Background: an optimization exercise with open tools, aiming at small area, a short achievable clock period and few clock cycles per item. Do not read the settings as production practice.
Where RTL was checked, it was by simulation tests only, not by an equivalence proof against the original.
No activity file was given, so power comes from the tool's default toggle rates.

==> branch zinc <==
// booth_multiplier
module booth_multiplier(clk, reset_n, multiplier, multiplicand, op_start, op_clear, result, op_done);
	input clk, reset_n, op_start, op_clear;
	input [63:0] multiplier, multiplicand;
	output op_done;
	output [127:0] result;
	reg busy, fin, done;
	reg [2:0] cnt;
	wire idle = ~(busy | fin | done);
	wire last = (cnt == 3'd7);
	always @(posedge clk or negedge reset_n)
		if (!reset_n) begin
			busy <= 1'b0; fin <= 1'b0; done <= 1'b0;
		end else if (op_clear) begin
			busy <= 1'b0; fin <= 1'b0; done <= 1'b0;
		end else begin
			busy <= idle ? op_start : (busy & ~last);
			fin <= busy & last;
			done <= fin | done;
		end
	always @(posedge clk)
		cnt <= busy ? cnt + 1'b1 : 3'd0;
	reg [63:0] B;       
	reg [63:0] lo;      
	reg [63:0] S;       
	reg [62:0] C;       
	reg [7:0] DS, DC;  
	reg cf;             
	wire [8:0] eb = idle ? {multiplier[7:0], 1'b0} : lo[15:7];
	wire [3:0] n_one, n_two, n_neg;
	genvar g;
	generate for (g = 0; g < 4; g = g + 1) begin : enc
		assign n_one[g] = eb[2*g+1] ^ eb[2*g];
		assign n_two[g] = (eb[2*g+2] & ~eb[2*g+1] & ~eb[2*g]) | (~eb[2*g+2] & eb[2*g+1] & eb[2*g]);
		assign n_neg[g] = eb[2*g+2];
	end endgenerate
	reg [3:0] e_one, e_two, e_neg;     
	wire [3:0] n_nz = n_one | n_two;
	always @(posedge clk) begin
		e_one <= n_one; e_two <= n_two; e_neg <= n_neg;
	end
	wire [3:0] negb = e_neg;
	wire [64:0] bx = {B[63], B};
	wire [64:0] bx2 = {B, 1'b0};
	wire [64:0] pp0, px0;
	assign px0[64:0] = {65{e_neg[0]}} ^ (({65{e_one[0]}} & bx[64:0]) | ({65{e_two[0]}} & bx2[64:0]));
	assign pp0 = {~px0[64], px0[63:0]};
	wire [64:0] pp1, px1;
	assign px1[64:0] = {65{e_neg[1]}} ^ (({65{e_one[1]}} & bx[64:0]) | ({65{e_two[1]}} & bx2[64:0]));
	assign pp1 = {~px1[64], px1[63:0]};
	wire [64:0] pp2, px2;
	assign px2[64:0] = {65{e_neg[2]}} ^ (({65{e_one[2]}} & bx[64:0]) | ({65{e_two[2]}} & bx2[64:0]));
	assign pp2 = {~px2[64], px2[63:0]};
	wire [64:0] pp3, px3;
  ...
Settings: LEC_CHECK=0, CAP_MARGIN=20, CORE_MARGIN=2, CORE_UTILIZATION=40, CTS_CLUSTER_DIAMETER=100, CTS_CLUSTER_SIZE=20, SETUP_SLACK_MARGIN=3.5, SLEW_MARGIN=20, SYNTH_HIERARCHICAL=1; clock period 6.0 ns.
standard.sh (not shown) runs the stock make flow with config.mk's settings and CLKGATE_MAP_FILE= SYNTH_SCRIPT=/design/flow/synth_recipe.tcl, a recipe that flattens the netlist after the stock synthesis.
==> flow/flow/run.sh <==
#!/bin/bash
# Standard layout with two changes: the port buffers are plain buffers (buf_2)
# instead of delay buffers, and synthesis leaves adders to abc (no full-adder
# cells). Registers are untouched by either change.
bash standard.sh ADDER_MAP_FILE= "BUFFER_PORTS_ARGS=-buffer_cell sky130_fd_sc_hd__buf_2" finish > standard.log 2>&1
==> inputs of branch tundra, as changes to branch zinc <==
Settings changed: SETUP_SLACK_MARGIN 3.5 to 3.3.
==> comparison table <==
quantity                                                           branch tundra    branch zinc
Run status                                      no timing/DRC/antenna violations  no timing/DRC/antenna violations
Max Fclk                                                               376.1 MHz      392.3 MHz
Number of standard cells in the layout, taps in and fillers out            4,125          4,169
Fraction of final layout cells with drive strength greater than 1         24.02%         36.39%
Final cell utilization of the core                                        45.39%         48.57%
Power Density                                                      529.3 nW/um^2  513.2 nW/um^2
Tot Pwr                                                                 16.77 mW       17.40 mW
TritonCTS Buffers                                                             23             22
Hold slack final                                                        390.6 ps       387.3 ps
Post-CTS setup-driven buffer insertion count                                  24             57
Worst slack after detailed placement                                     2640 ps        2680 ps
Reg-to-reg endpoint                                                        S[30]          S[25]
Worst VDD drop                                                         0.2347 mV      0.3308 mV
Multi-input combinational cell area                                  19,840 um^2    21,420 um^2
Post-Layout Inst Area                                                31,680 um^2    33,900 um^2
Avg WL per Cell                                                         23.62 um       24.10 um
Met3 Usage GRT                                                            4.119%         3.224%
Clock buffer instance count of the final layout                               29             28
Detailed placer's ending HPWL                                           69.04 mm       69.09 mm
CTS resizes                                                                   64            222
Relative slew slack                                                       25.08%         39.17%
Starting DRT DRC Count                                                     1,817          1,898
Reported sequential group power                                          3.48 mW        3.53 mW
No functional check of the RTL was part of any run of this note.

========
==> v20 <==
booth_multiplier, a different RTL version from the one above (not shown whole).
==> flow/config.mk <==
export PLATFORM = sky130hd
export DESIGN_NAME = booth_multiplier
export DESIGN_NICKNAME = booth_multiplier
export VERILOG_FILES = /design/flow/design.v
export SDC_FILE = /design/flow/constraint.sdc
export NUM_CORES = 4
export LEC_CHECK = 0
export CAP_MARGIN = 20
export CORE_MARGIN = 2
export CORE_UTILIZATION = 50
export CTS_CLUSTER_DIAMETER = 100
export CTS_CLUSTER_SIZE = 20
export SETUP_SLACK_MARGIN = 3.3
export SLEW_MARGIN = 20
export SYNTH_HIERARCHICAL = 1
==> flow/constraint.sdc <==
create_clock -name core_clock -period 6.0 [get_ports {clk}]
set_input_delay 1.2000 -clock core_clock [delete_from_list [all_inputs] [get_ports {clk}]]
set_output_delay 1.2000 -clock core_clock [all_outputs]
set_load 0.01 [all_outputs]
Scripts as last shown in full above: flow/flow/run.sh
==> inputs of v39, as changes to v20 <==
--- a/flow/design.v
+++ b/flow/design.v
@@ -548,28 +548,28 @@
 	wire fs247 = fs245 ^ fc243 ^ fs246;
 	wire fc247 = (fs245 & fc243) | (fs245 & fs246) | (fc243 & fs246);
 	wire fs248 = ~(pp1[63] ^ pp2[61]);
 	wire fc248 = pp1[63] | pp2[61];
 	wire fs249 = pp3[59] ^ fc245 ^ fs248;
 	wire fc249 = (pp3[59] & fc245) | (pp3[59] & fs248) | (fc245 & fs248);
-	wire fs250 = fc246 ^ fs249 ^ fc247;
-	wire fc250 = (fc246 & fs249) | (fc246 & fc247) | (fs249 & fc247);
+	wire fs250 = fc246 ^ fs249;
+	wire fc250 = fc246 & fs249;
 	wire fs251 = pp1[64] ^ pp2[62] ^ pp3[60];
 	wire fc251 = (pp1[64] & pp2[62]) | (pp1[64] & pp3[60]) | (pp2[62] & pp3[60]);
 	wire fs252 = fc248 ^ fs251 ^ fc249;
 	wire fc252 = (fc248 & fs251) | (fc248 & fc249) | (fs251 & fc249);
 	wire fs253 = ~(pp2[63] ^ pp3[61]);
 	wire fc253 = pp2[63] | pp3[61];
-	wire fs254 = fc251 ^ fs253 ^ fc252;
-	wire fc254 = (fc251 & fs253) | (fc251 & fc252) | (fs253 & fc252);
+	wire fs254 = fc251 ^ fs253;
+	wire fc254 = fc251 & fs253;
 	wire fs255 = pp2[64] ^ pp3[62] ^ fc253;
 	wire fc255 = (pp2[64] & pp3[62]) | (pp2[64] & fc253) | (pp3[62] & fc253);
 	wire fs256 = ~(pp3[63] ^ fc255);
 	wire fc256 = pp3[63] | fc255;
-	wire [71:0] sp = {1'b0, pp3[64], fs256, fs255, fs254, fs252, fs250, fc244, fc240, fc236, fc232, fc228, fc224, fc220, fc216, fc212, fc208, fc204, fc200, fc196, fc192, fc188, fc184, fc180, fc176, fc172, fc168, fc164, fc160, fc156, fc152, fc148, fc144, fc140, fc136, fc132, fc128, fc124, fc120, fc116, fc112, fc108, fc104, fc100, fc96, fc92, fc88, fc84, fc80, fc76, fc72, fc68, fc64, fc60, fc56, fc52, fc48, fc44, fc40, fc36, fc32, fc28, fc24, fc20, fc16, fc12, fc9, fc6, fs5, fc2, pp0[1], pp0[0]};
-	wire [71:0] cp = {1'b0, fc256, 1'b0, fc254, 1'b0, fc250, 1'b0, fs247, fs244, fs240, fs236, fs232, fs228, fs224, fs220, fs216, fs212, fs208, fs204, fs200, fs196, fs192, fs188, fs184, fs180, fs176, fs172, fs168, fs164, fs160, fs156, fs152, fs148, fs144, fs140, fs136, fs132, fs128, fs124, fs120, fs116, fs112, fs108, fs104, fs100, fs96, fs92, fs88, fs84, fs80, fs76, fs72, fs68, fs64, fs60, fs56, fs52, fs48, fs44, fs40, fs36, fs32, fs28, fs24, fs20, fs16, fs12, fs9, fs6, fs4, fs2, fs1};
+	wire [71:0] sp = {1'b0, pp3[64], fs256, fc254, fs254, fc250, fs250, fc244, fc240, fc236, fc232, fc228, fc224, fc220, fc216, fc212, fc208, fc204, fc200, fc196, fc192, fc188, fc184, fc180, fc176, fc172, fc168, fc164, fc160, fc156, fc152, fc148, fc144, fc140, fc136, fc132, fc128, fc124, fc120, fc116, fc112, fc108, fc104, fc100, fc96, fc92, fc88, fc84, fc80, fc76, fc72, fc68, fc64, fc60, fc56, fc52, fc48, fc44, fc40, fc36, fc32, fc28, fc24, fc20, fc16, fc12, fc9, fc6, fs5, fc2, pp0[1], pp0[0]};
+	wire [71:0] cp = {1'b0, fc256, 1'b0, fs255, fc252, fs252, fc247, fs247, fs244, fs240, fs236, fs232, fs228, fs224, fs220, fs216, fs212, fs208, fs204, fs200, fs196, fs192, fs188, fs184, fs180, fs176, fs172, fs168, fs164, fs160, fs156, fs152, fs148, fs144, fs140, fs136, fs132, fs128, fs124, fs120, fs116, fs112, fs108, fs104, fs100, fs96, fs92, fs88, fs84, fs80, fs76, fs72, fs68, fs64, fs60, fs56, fs52, fs48, fs44, fs40, fs36, fs32, fs28, fs24, fs20, fs16, fs12, fs9, fs6, fs4, fs2, fs1};
 	wire [63:0] s_next = {(sp[71] | cp[71]) ^ last, sp[70:8]};
 	wire [62:0] c_next = cp[70:8];
 	wire [71:0] asum;
 	wire acarry;
 	booth_final_adder u_add(.S(S), .C(C), .DS(DS), .DC(DC), .cf(cf), .asum(asum), .acarry(acarry));
 	wire [63:0] hi = asum[71:8];
- CORE_UTILIZATION: 50 -> 40
- CTS_CLUSTER_DIAMETER: 100 -> default
- CTS_CLUSTER_SIZE: 20 -> default
- SETUP_SLACK_MARGIN: 3.3 -> 3.4
==> inputs of v35, as changes to v20 <==
--- a/flow/design.v
+++ b/flow/design.v
@@ -56,44 +56,44 @@
 	wire fs1 = S[0] ^ C[0] ^ negb[0];
 	wire fc1 = (S[0] & C[0]) | (S[0] & negb[0]) | (C[0] & negb[0]);
 	wire fs2 = S[1] ^ C[1] ^ fc1;
 	wire fc2 = (S[1] & C[1]) | (S[1] & fc1) | (C[1] & fc1);
 	wire fs3 = S[2] ^ C[2] ^ negb[1];
 	wire fc3 = (S[2] & C[2]) | (S[2] & negb[1]) | (C[2] & negb[1]);
-	wire fs4 = pp0[2] ^ pp1[0] ^ fs3;
-	wire fc4 = (pp0[2] & pp1[0]) | (pp0[2] & fs3) | (pp1[0] & fs3);
+	wire fs4 = fs3 ^ pp0[2] ^ pp1[0];
+	wire fc4 = (fs3 & pp0[2]) | (fs3 & pp1[0]) | (pp0[2] & pp1[0]);
 	wire fs5 = S[3] ^ C[3] ^ fc3;
 	wire fc5 = (S[3] & C[3]) | (S[3] & fc3) | (C[3] & fc3);
-	wire fs6 = pp0[3] ^ pp1[1] ^ fc4;
-	wire fc6 = (pp0[3] & pp1[1]) | (pp0[3] & fc4) | (pp1[1] & fc4);
+	wire fs6 = pp0[3] ^ pp1[1] ^ fs5;
+	wire fc6 = (pp0[3] & pp1[1]) | (pp0[3] & fs5) | (pp1[1] & fs5);
 	wire fs7 = S[4] ^ C[4] ^ negb[2];
 	wire fc7 = (S[4] & C[4]) | (S[4] & negb[2]) | (C[4] & negb[2]);
-	wire fs8 = pp0[4] ^ pp1[2] ^ pp2[0];
-	wire fc8 = (pp0[4] & pp1[2]) | (pp0[4] & pp2[0]) | (pp1[2] & pp2[0]);
-	wire fs9 = fs7 ^ fc5 ^ fs8;
-	wire fc9 = (fs7 & fc5) | (fs7 & fs8) | (fc5 & fs8);
+	wire fs8 = fs7 ^ pp0[4] ^ pp1[2];
+	wire fc8 = (fs7 & pp0[4]) | (fs7 & pp1[2]) | (pp0[4] & pp1[2]);
+	wire fs9 = pp2[0] ^ fc5 ^ fs8;
+	wire fc9 = (pp2[0] & fc5) | (pp2[0] & fs8) | (fc5 & fs8);
 	wire fs10 = S[5] ^ C[5] ^ fc7;
 	wire fc10 = (S[5] & C[5]) | (S[5] & fc7) | (C[5] & fc7);
 	wire fs11 = pp0[5] ^ pp1[3] ^ pp2[1];
 	wire fc11 = (pp0[5] & pp1[3]) | (pp0[5] & pp2[1]) | (pp1[3] & pp2[1]);
-	wire fs12 = fc8 ^ fs10 ^ fs11;
-	wire fc12 = (fc8 & fs10) | (fc8 & fs11) | (fs10 & fs11);
+	wire fs12 = fs10 ^ fc8 ^ fs11;
+	wire fc12 = (fs10 & fc8) | (fs10 & fs11) | (fc8 & fs11);
 	wire fs13 = S[6] ^ C[6] ^ negb[3];
 	wire fc13 = (S[6] & C[6]) | (S[6] & negb[3]) | (C[6] & negb[3]);
-	wire fs14 = pp0[6] ^ pp1[4] ^ pp2[2];
-	wire fc14 = (pp0[6] & pp1[4]) | (pp0[6] & pp2[2]) | (pp1[4] & pp2[2]);
-	wire fs15 = pp3[0] ^ fs13 ^ fc10;
-	wire fc15 = (pp3[0] & fs13) | (pp3[0] & fc10) | (fs13 & fc10);
+	wire fs14 = fs13 ^ pp0[6] ^ pp1[4];
+	wire fc14 = (fs13 & pp0[6]) | (fs13 & pp1[4]) | (pp0[6] & pp1[4]);
+	wire fs15 = pp2[2] ^ pp3[0] ^ fc10;
+	wire fc15 = (pp2[2] & pp3[0]) | (pp2[2] & fc10) | (pp3[0] & fc10);
 	wire fs16 = fc11 ^ fs14 ^ fs15;
 	wire fc16 = (fc11 & fs14) | (fc11 & fs15) | (fs14 & fs15);
 	wire fs17 = S[7] ^ C[7] ^ fc13;
 	wire fc17 = (S[7] & C[7]) | (S[7] & fc13) | (C[7] & fc13);
 	wire fs18 = pp0[7] ^ pp1[5] ^ pp2[3];
 	wire fc18 = (pp0[7] & pp1[5]) | (pp0[7] & pp2[3]) | (pp1[5] & pp2[3]);
-	wire fs19 = pp3[1] ^ fc14 ^ fs17;
-	wire fc19 = (pp3[1] & fc14) | (pp3[1] & fs17) | (fc14 & fs17);
+	wire fs19 = pp3[1] ^ fs17 ^ fc14;
+	wire fc19 = (pp3[1] & fs17) | (pp3[1] & fc14) | (fs17 & fc14);
 	wire fs20 = fs18 ^ fc15 ^ fs19;
 	wire fc20 = (fs18 & fc15) | (fs18 & fs19) | (fc15 & fs19);
 	wire fs21 = S[8] ^ C[8] ^ pp0[8];
 	wire fc21 = (S[8] & C[8]) | (S[8] & pp0[8]) | (C[8] & pp0[8]);
 	wire fs22 = pp1[6] ^ pp2[4] ^ pp3[2];
 	wire fc22 = (pp1[6] & pp2[4]) | (pp1[6] & pp3[2]) | (pp2[4] & pp3[2]);
@@ -548,28 +548,28 @@
 	wire fs247 = fs245 ^ fc243 ^ fs246;
 	wire fc247 = (fs245 & fc243) | (fs245 & fs246) | (fc243 & fs246);
 	wire fs248 = ~(pp1[63] ^ pp2[61]);
 	wire fc248 = pp1[63] | pp2[61];
 	wire fs249 = pp3[59] ^ fc245 ^ fs248;
 	wire fc249 = (pp3[59] & fc245) | (pp3[59] & fs248) | (fc245 & fs248);
-	wire fs250 = fc246 ^ fs249 ^ fc247;
-	wire fc250 = (fc246 & fs249) | (fc246 & fc247) | (fs249 & fc247);
+	wire fs250 = fc246 ^ fs249;
+	wire fc250 = fc246 & fs249;
 	wire fs251 = pp1[64] ^ pp2[62] ^ pp3[60];
 	wire fc251 = (pp1[64] & pp2[62]) | (pp1[64] & pp3[60]) | (pp2[62] & pp3[60]);
 	wire fs252 = fc248 ^ fs251 ^ fc249;
 	wire fc252 = (fc248 & fs251) | (fc248 & fc249) | (fs251 & fc249);
 	wire fs253 = ~(pp2[63] ^ pp3[61]);
 	wire fc253 = pp2[63] | pp3[61];
-	wire fs254 = fc251 ^ fs253 ^ fc252;
-	wire fc254 = (fc251 & fs253) | (fc251 & fc252) | (fs253 & fc252);
+	wire fs254 = fc251 ^ fs253;
+	wire fc254 = fc251 & fs253;
 	wire fs255 = pp2[64] ^ pp3[62] ^ fc253;
 	wire fc255 = (pp2[64] & pp3[62]) | (pp2[64] & fc253) | (pp3[62] & fc253);
 	wire fs256 = ~(pp3[63] ^ fc255);
 	wire fc256 = pp3[63] | fc255;
-	wire [71:0] sp = {1'b0, pp3[64], fs256, fs255, fs254, fs252, fs250, fc244, fc240, fc236, fc232, fc228, fc224, fc220, fc216, fc212, fc208, fc204, fc200, fc196, fc192, fc188, fc184, fc180, fc176, fc172, fc168, fc164, fc160, fc156, fc152, fc148, fc144, fc140, fc136, fc132, fc128, fc124, fc120, fc116, fc112, fc108, fc104, fc100, fc96, fc92, fc88, fc84, fc80, fc76, fc72, fc68, fc64, fc60, fc56, fc52, fc48, fc44, fc40, fc36, fc32, fc28, fc24, fc20, fc16, fc12, fc9, fc6, fs5, fc2, pp0[1], pp0[0]};
-	wire [71:0] cp = {1'b0, fc256, 1'b0, fc254, 1'b0, fc250, 1'b0, fs247, fs244, fs240, fs236, fs232, fs228, fs224, fs220, fs216, fs212, fs208, fs204, fs200, fs196, fs192, fs188, fs184, fs180, fs176, fs172, fs168, fs164, fs160, fs156, fs152, fs148, fs144, fs140, fs136, fs132, fs128, fs124, fs120, fs116, fs112, fs108, fs104, fs100, fs96, fs92, fs88, fs84, fs80, fs76, fs72, fs68, fs64, fs60, fs56, fs52, fs48, fs44, fs40, fs36, fs32, fs28, fs24, fs20, fs16, fs12, fs9, fs6, fs4, fs2, fs1};
+	wire [71:0] sp = {1'b0, pp3[64], fs256, fc254, fs254, fc250, fs250, fs247, fc240, fc236, fc232, fc228, fc224, fc220, fc216, fc212, fc208, fc204, fc200, fc196, fc192, fc188, fc184, fc180, fc176, fc172, fc168, fc164, fc160, fc156, fc152, fc148, fc144, fc140, fc136, fc132, fc128, fc124, fc120, fc116, fc112, fc108, fc104, fc100, fc96, fc92, fc88, fc84, fc80, fc76, fc72, fc68, fc64, fc60, fc56, fc52, fc48, fc44, fc40, fc36, fc32, fc28, fc24, fc20, fc16, fc12, fc9, fc6, fc4, fc2, pp0[1], fs1};
+	wire [71:0] cp = {1'b0, fc256, 1'b0, fs255, fc252, fs252, fc247, fc244, fs244, fs240, fs236, fs232, fs228, fs224, fs220, fs216, fs212, fs208, fs204, fs200, fs196, fs192, fs188, fs184, fs180, fs176, fs172, fs168, fs164, fs160, fs156, fs152, fs148, fs144, fs140, fs136, fs132, fs128, fs124, fs120, fs116, fs112, fs108, fs104, fs100, fs96, fs92, fs88, fs84, fs80, fs76, fs72, fs68, fs64, fs60, fs56, fs52, fs48, fs44, fs40, fs36, fs32, fs28, fs24, fs20, fs16, fs12, fs9, fs6, fs4, fs2, pp0[0]};
 	wire [63:0] s_next = {(sp[71] | cp[71]) ^ last, sp[70:8]};
 	wire [62:0] c_next = cp[70:8];
 	wire [71:0] asum;
 	wire acarry;
 	booth_final_adder u_add(.S(S), .C(C), .DS(DS), .DC(DC), .cf(cf), .asum(asum), .acarry(acarry));
 	wire [63:0] hi = asum[71:8];
==> comparison table <==
                                                                                        v39                       v35                       v20
Detail Route met3 WL                                                                5734 µm                   4825 µm                   3978 µm
Final Power                                                                       0.01717 W                 0.01469 W                 0.01587 W
Drt first-iter violations                                                             1,428                     1,496                     1,341
Setup Fix Bufs, Post-CTS                                                                 46                        39                        42
Number of antenna violations at the first check in global routing                         8                         3                         1
Outcome                                                             complete, no violations   complete, no violations   complete, no violations
Clock network power                                                               0.00238 W                 0.00160 W                 0.00147 W
Internal power component                                                          0.01059 W                0.008245 W                0.009085 W
H-tree lvl count                                                                          2                         1                         1
Crit Reg-Reg Startpoint                                                                C[8]                     S[15]                      S[0]
Worst slack, placed                                                                2.841 ns                  2.530 ns                  2.548 ns
Critical-path top delay cell                                       sky130_fd_sc_hd__dfxtp_4  sky130_fd_sc_hd__dfxtp_4  sky130_fd_sc_hd__dfxtp_2
Fraction of the core area covered by cells at the end of the flow                    47.15%                    57.38%                    56.53%
Fraction of power spent switching nets                                               38.36%                    43.88%                    42.77%
Total wire length                                                                 83,710 µm                 85,550 µm                 77,880 µm
Number of clock sinks seen by CTS                                                       289                       289                       287
Grt met3 use                                                                         4.064%                    4.099%                    3.299%
Worst-Margin Slew                                                                 0.9212 ns                 0.8603 ns                 0.9801 ns
Crit path largest cell delay                                                        0.37 ns                   0.39 ns                   0.37 ns
Inverters                                                                                 2                         4                         3
Layout non-clock buf frac                                                            8.535%                    8.323%                    7.515%
Number of filler instances in the final layout                                        6,167                     4,690                     4,700
Multi-input gate area                                                           0.01927 mm²               0.01947 mm²               0.01928 mm²
Count of multi-input gates                                                            2,081                     2,177                     2,122
Testbench counts of v39, summed over its fixed seeds: cycles 5,760, items 480.
The RTL of v20 and v35 was laid out without a check of its function.

port drivers added, routing unchanged:
The results above use ideal ports. As a check the final layouts listed here were re-extracted and re-timed, cells and wires unchanged. Step 1 (the two cells are an assumption about what drives the block):
set clk [get_ports {clk}]
set_driving_cell -lib_cell sky130_fd_sc_hd__clkbuf_16 $clk
set_driving_cell -lib_cell sky130_fd_sc_hd__buf_2 [delete_from_list [all_inputs] $clk]
Step 2, shift: input delay + t, output delay - t, t = (earliest + latest rising clock arrival at the registers) / 2. This alone moves slack from input paths to output paths. a / b / c = ideal ports / drivers / drivers and shift; a / b = the first two.
run	shift t [ns]	slack for setup (ns)	slew at the worst register clock pin (ns)
branch zinc	0.648	3.451 / 3.451 / 3.451	0.10 / 0.10
branch tundra	0.643	3.341 / 3.341 / 3.341	0.09 / 0.09
v20	0.620	3.289 / 3.289 / 3.289	0.09 / 0.09
v39	0.622	3.355 / 3.355 / 3.355	0.07 / 0.07
v35	0.629	3.266 / 3.266 / 3.266	0.10 / 0.10
After both steps setup and hold are still met in every run listed.
